Background: an optimization exercise with open tools, aiming at small area. Do not read the settings as production practice.
The RTL was checked by simulation tests, not by an equivalence proof against the original design.
No driver is modelled on the clock port, so clocking that relies on it looks cheaper here than on a real chip.
Power is estimated from default activity; no workload was simulated.

## DHT22
module DHT22(
input clk,
input rst,
input dht_in,
output dht_out,
output LED16_G,
output LED16_R,
output LED16_B,
output CA,CB,CC,CD,CE,CF,CG,DP,
output [7:0] AN
);
==> module DHT22, before the edit <==
module DHT22(
input clk,
input rst,
input dht_in,
output dht_out,
output LED16_G,
output LED16_R,
output LED16_B,
output CA,CB,CC,CD,CE,CF,CG,DP,
output [7:0] AN
);
localparam [19:0] M_AT5    = 20'h00030, V_AT5    = 20'h00020;  
localparam [19:0] M_AT1617 = 20'h122ce, V_AT1617 = 20'h00246;  
localparam [19:0] M_AT100K = 20'heef77, V_AT100K = 20'he0123;  
localparam [19:0] M_FS     = 20'hfffff, V_FS     = 20'h0b298;  
localparam [3:0]
  S0  = 4'd0,   
  S1A = 4'd1,   
  S1B = 4'd2,   
  S2  = 4'd3,
  S3  = 4'd4,
  S4  = 4'd5,
  S5  = 4'd6,
  S6  = 4'd7,
  S7A = 4'd8,   
  S7B = 4'd9,   
  S8A = 4'd10,  
  S8B = 4'd11,  
  S9  = 4'd12,
  S10 = 4'd13,
  S0X = 4'd14;  
reg JA3in;
reg LEDR;
reg LEDG;
reg LEDB;
reg [3:0] state;
reg [19:0] cnt;
reg [39:8] dataBits;
reg [5:0] bitCount;
seven_seg SSEG(
  .CLK100MHZ(clk),
  .CPU_RESETN(rst),
  .RH_Value(dataBits[39:24]),
  .Temp_Value(dataBits[23:8]),
  .CA(CA), .CB(CB), .CC(CC), .CD(CD), .CE(CE), .CF(CF), .CG(CG), .DP(DP),
  .AN(AN)
);
assign dht_out = (state == S1B);
assign LED16_R = LEDR;
assign LED16_G = LEDG;
assign LED16_B = LEDB;
wire at5    = ((cnt & M_AT5)    == V_AT5);
wire at1617 = ((cnt & M_AT1617) == V_AT1617);
wire at100k = ((cnt & M_AT100K) == V_AT100K);
wire fs     = ((cnt & M_FS)     == V_FS);
reg [7:0] csum;
wire clr0 = (state[3:2] == 2'b00);
wire wr = (state[3:1] == 3'b101);
wire cbit = wr & (state[0] ^ bitCount[5]);
wire [7:0] cpos;
wire [7:0] cc;
genvar g;
generate
  for (g = 0; g < 8; g = g + 1) begin : ck
    assign cpos[g] = (bitCount[2:0] == 7 - g);
    if (g == 0) assign cc[g] = cbit & cpos[g];
    else        assign cc[g] = (cbit & cpos[g]) | (csum[g-1] & cc[g-1]);
  end
endgenerate
always @(posedge clk) begin
  if (clr0)
    csum <= 8'd0;
  else
    csum <= csum ^ cc;
end
wire ok = &csum;
wire done40 = bitCount[5] & bitCount[3];
reg [3:0] nstate;
reg adv;
always @(*) begin
  nstate = state;
  adv = 1'b0;
  case (state)
    S0:  if (at100k) nstate = S1A; else adv = 1'b1;
    S0X: nstate = S1A;
    S1A: begin nstate = S1B; adv = 1'b1; end
    S1B: if (at1617) nstate = S2; else adv = 1'b1;
    S2:  if (JA3in)  nstate = S3;  else adv = 1'b1;
    S3:  if (~JA3in) nstate = S4;  else adv = 1'b1;
    S4:  if (JA3in)  nstate = S5;  else adv = 1'b1;
    S5:  if (~JA3in) nstate = S6;  else adv = 1'b1;
    S6:  if (JA3in)  nstate = S7A; else adv = 1'b1;
    S7A: if (JA3in) begin adv = 1'b1; if (at5) nstate = S7B; end else nstate = S8A;
    S7B: if (JA3in) adv = 1'b1; else nstate = fs ? S8A : S8B;
    S8A: begin nstate = S9; adv = 1'b1; end  
    S8B: begin nstate = S9; adv = 1'b1; end
    S9:  nstate = done40 ? S10 : S5;
    S10: if (JA3in)  nstate = S0;  else adv = 1'b1;
    default: nstate = S0;
  endcase
  if (fs & adv) nstate = S0X;
end
always @(posedge clk) begin
  JA3in <= dht_in;
end
always @(posedge clk) begin
  if (rst) begin
    state <= S0;
    cnt <= 20'd0;
  end else begin
    state <= nstate;
    cnt <= adv ? {~cnt[18:0], cnt[19] ^ cnt[16]} : 20'd0;
  end
end
always @(posedge clk) begin
  if (rst) begin
    LEDR <= 1'b0;
    LEDG <= 1'b0;
    LEDB <= 1'b0;
  end else begin
    if (state[3:2] == 2'b00 && state[0]) begin
      LEDR <= 1'b0;
      LEDG <= 1'b0;
      LEDB <= 1'b0;
    end
    if (state == S4 && JA3in) LEDB <= 1'b1;
    if (state == S5 && ~JA3in) begin
      LEDB <= 1'b0;
      LEDR <= 1'b1;
    end
    if (state == S10 && JA3in && ok) begin
      LEDR <= 1'b0;
      LEDG <= 1'b1;
    end
  end
end
always @(posedge clk) begin
  if (clr0)
    bitCount <= 6'd0;
  else if (state == S8A || state == S8B)
    bitCount <= bitCount + 6'd1;
end
wire [3:0] wrow;
wire [7:0] wcol;
wire wval = ~rst & state[0];
genvar k, m;
generate
  for (k = 0; k < 4; k = k + 1) begin : wr_row
    if (k == 0) assign wrow[k] = rst | (wr & (bitCount[5:3] == 3'd0));
    else        assign wrow[k] = rst | (wr & (bitCount[4:3] == k));
  end
  for (m = 0; m < 8; m = m + 1) begin : wr_col
    assign wcol[m] = rst | (bitCount[2:0] == m);
  end
  for (k = 0; k < 4; k = k + 1) begin : wr_b
    for (m = 0; m < 8; m = m + 1) begin : wr_i
      always @(posedge clk)
        if (wrow[k] & wcol[m]) dataBits[39 - 8*k - m] <= wval;
    end
  end
endgenerate
endmodule
clock: 10.0 ns
lec_check: 0
cap_margin: 0
core_margin: 2
core_utilization: 65
gpl_timing_driven: 0
slew_margin: 0
standard.sh (not shown) runs the stock make flow with config.mk's settings and CLKGATE_MAP_FILE= SYNTH_SCRIPT=/design/flow/synth_recipe.tcl, a recipe that flattens the netlist after the stock synthesis.
==> flow/flow/run.sh <==
#!/bin/bash
set -euo pipefail
W=$(pwd)
F=$W/flow
export MY_ABC_SCRIPT=$F/area.abc
cat $F/overrides.tcl $W/synth_recipe.tcl > $W/version_synth.tcl
source $F/knobs.sh
bash $W/standard.sh SYNTH_SCRIPT=$W/version_synth.tcl \
  "BUFFER_PORTS_ARGS=-buffer_cell sky130_fd_sc_hd__buf_1" \
  "MIN_BUF_CELL_AND_PORTS=sky130_fd_sc_hd__buf_1 A X" \
  "CTS_ARGS=$CTS" \
  POST_CTS_TCL=$F/post_cts.tcl \
  finish > $W/standard_finish.log 2>&1
==> flow/flow/area.abc <==
strash
dc2
dch -f
amap -m
mfs
strash
dch -f
amap -m
topo
==> flow/flow/knobs.sh <==
CTS="-sink_clustering_enable -repair_clock_nets -buf_list sky130_fd_sc_hd__clkbuf_8 -root_buf sky130_fd_sc_hd__clkbuf_8 -dont_use_dummy_load"
==> flow/flow/overrides.tcl <==
proc extract_fa {args} { puts "extract_fa skipped by the version's flow" }
proc abc {args} {
  set keep {}
  set skip 0
  foreach a $args {
    if {$skip} { set skip 0; continue }
    if {$a in {-script -constr -D}} { set skip 1; continue }
    lappend keep $a
  }
  yosys abc -script $::env(MY_ABC_SCRIPT) {*}$keep
}
==> flow/flow/post_cts.tcl <==
estimate_parasitics -placement
proc version_worst_clk_slew {} {
  set worst 0
  foreach pin [all_registers -clock_pins -edge_triggered] {
    foreach edge {rise fall} {
      foreach an {min max} {
        set ps [expr {[sta::time_ui_sta [get_property $pin slew_${an}_$edge]] * 1e12}]
        if {$ps > $worst} { set worst $ps }
      }
    }
  }
  return $worst
}
set version_db [ord::get_db]
puts "clock buffer sizing: worst clock-pin slew before [version_worst_clk_slew] ps"
foreach inst [[ord::get_db_block] getInsts] {
  if {![string match sky130_fd_sc_hd__clkbuf_* [[$inst getMaster] getName]]} { continue }
  foreach sz {2 4} {
    set old [$inst getMaster]
    set new [$version_db findMaster sky130_fd_sc_hd__clkbuf_$sz]
    if {[$new getWidth] >= [$old getWidth]} { break }
    $inst swapMaster $new
    estimate_parasitics -placement
    if {[version_worst_clk_slew] > 110.0} {
      $inst swapMaster $old
      estimate_parasitics -placement
    } else {
      puts "clock buffer sizing: [$inst getName] [$old getName] -> [$new getName]"
      break
    }
  }
}
puts "clock buffer sizing: worst clock-pin slew after [version_worst_clk_slew] ps"
The starting point completed without violations.
Change:
--- a/flow/design.v
+++ b/flow/design.v
@@ -120,9 +120,8 @@
 wire at100k = ((cnt & M_AT100K) == V_AT100K);
 wire fs     = ((cnt & M_FS)     == V_FS);
 reg [7:0] csum;
-wire clr0 = (state[3:2] == 2'b00);
-wire wr = (state[3:1] == 3'b101);
-wire cbit = wr & (state[0] ^ bitCount[5]);
+wire wr = (state == S8A) | (state == S8B);
+wire cbit = wr & ((state == S8B) ^ bitCount[5]);
 wire [7:0] cpos;
 wire [7:0] cc;
 genvar g;
@@ -134,7 +133,7 @@
   end
 endgenerate
 always @(posedge clk) begin
-  if (clr0)
+  if (state == S4)
     csum <= 8'd0;
   else
     csum <= csum ^ cc;
@@ -151,20 +150,19 @@
     S0X: nstate = S1A;
     S1A: begin nstate = S1B; adv = 1'b1; end
     S1B: if (at1617) nstate = S2; else adv = 1'b1;
-    S2:  if (JA3in)  nstate = S3;  else adv = 1'b1;
-    S3:  if (~JA3in) nstate = S4;  else adv = 1'b1;
-    S4:  if (JA3in)  nstate = S5;  else adv = 1'b1;
-    S5:  if (~JA3in) nstate = S6;  else adv = 1'b1;
-    S6:  if (JA3in)  nstate = S7A; else adv = 1'b1;
+    S2:  if (JA3in)  nstate = S3; else begin adv = 1'b1; if (fs) nstate = S0X; end
+    S3:  if (~JA3in) nstate = S4; else begin adv = 1'b1; if (fs) nstate = S0X; end
+    S4:  if (JA3in)  nstate = S5; else begin adv = 1'b1; if (fs) nstate = S0X; end
+    S5:  if (~JA3in) nstate = S6; else begin adv = 1'b1; if (fs) nstate = S0X; end
+    S6:  if (JA3in)  nstate = S7A; else begin adv = 1'b1; if (fs) nstate = S0X; end
     S7A: if (JA3in) begin adv = 1'b1; if (at5) nstate = S7B; end else nstate = S8A;
-    S7B: if (JA3in) adv = 1'b1; else nstate = fs ? S8A : S8B;
-    S8A: begin nstate = S9; adv = 1'b1; end  
-    S8B: begin nstate = S9; adv = 1'b1; end
+    S7B: if (JA3in) begin adv = 1'b1; if (fs) nstate = S0X; end else nstate = fs ? S8A : S8B;
+    S8A: nstate = S9;
+    S8B: nstate = S9;
     S9:  nstate = done40 ? S10 : S5;
-    S10: if (JA3in)  nstate = S0;  else adv = 1'b1;
+    S10: if (JA3in)  nstate = S0; else begin adv = 1'b1; if (fs) nstate = S0X; end
     default: nstate = S0;
   endcase
-  if (fs & adv) nstate = S0X;
 end
 always @(posedge clk) begin
   JA3in <= dht_in;
@@ -184,7 +182,7 @@
     LEDG <= 1'b0;
     LEDB <= 1'b0;
   end else begin
-    if (state[3:2] == 2'b00 && state[0]) begin
+    if (state == S1A) begin
       LEDR <= 1'b0;
       LEDG <= 1'b0;
       LEDB <= 1'b0;
@@ -201,19 +199,18 @@
   end
 end
 always @(posedge clk) begin
-  if (clr0)
+  if (state == S4)
     bitCount <= 6'd0;
   else if (state == S8A || state == S8B)
     bitCount <= bitCount + 6'd1;
 end
 wire [3:0] wrow;
 wire [7:0] wcol;
-wire wval = ~rst & state[0];
+wire wval = ~rst & (state == S8B);
 genvar k, m;
 generate
   for (k = 0; k < 4; k = k + 1) begin : wr_row
-    if (k == 0) assign wrow[k] = rst | (wr & (bitCount[5:3] == 3'd0));
-    else        assign wrow[k] = rst | (wr & (bitCount[4:3] == k));
+    assign wrow[k] = rst | (wr & (bitCount[5:3] == k));
   end
   for (m = 0; m < 8; m = m + 1) begin : wr_col
     assign wcol[m] = rst | (bitCount[2:0] == m);
=>
- synthesized cell count is about the same
- clock skew climbs by 0.0083 ns
- final area is about the same
- maximum frequency is lower by 3.7%
- area after synthesis hardly moves
- clock power barely changes
- global-route usage increases by 0.76 points
- first-iteration DRC count stays the same

## what the ideal ports hide
The results above use ideal ports. As a check the final layouts listed here were re-extracted and re-timed, cells and wires unchanged.
Step 1 sets driving cells, clkbuf_16 on the clock port and buf_2 on the other inputs (assumed; they add their load-dependent delay and slew).
Step 2 adds t to the input delays and takes it off the output delays; t is the mean of the earliest and latest rising clock arrival at the registers after step 1. Input paths then give back, and output paths get back, about the clock's delay inside the block.
a / b / c = ideal ports / drivers / drivers and shift; a / b = the first two.
run	shift t [ns]	slack for setup (ns)	clock arrival spread, ns	worst register clock-pin slew, ns
the first run	0.522	4.134 / 4.105 / 4.627	0.029 / 0.028	0.11 / 0.11
the second run	0.510	3.911 / 3.885 / 4.396	0.036 / 0.037	0.11 / 0.11
After both steps setup and hold are still met in every run listed.
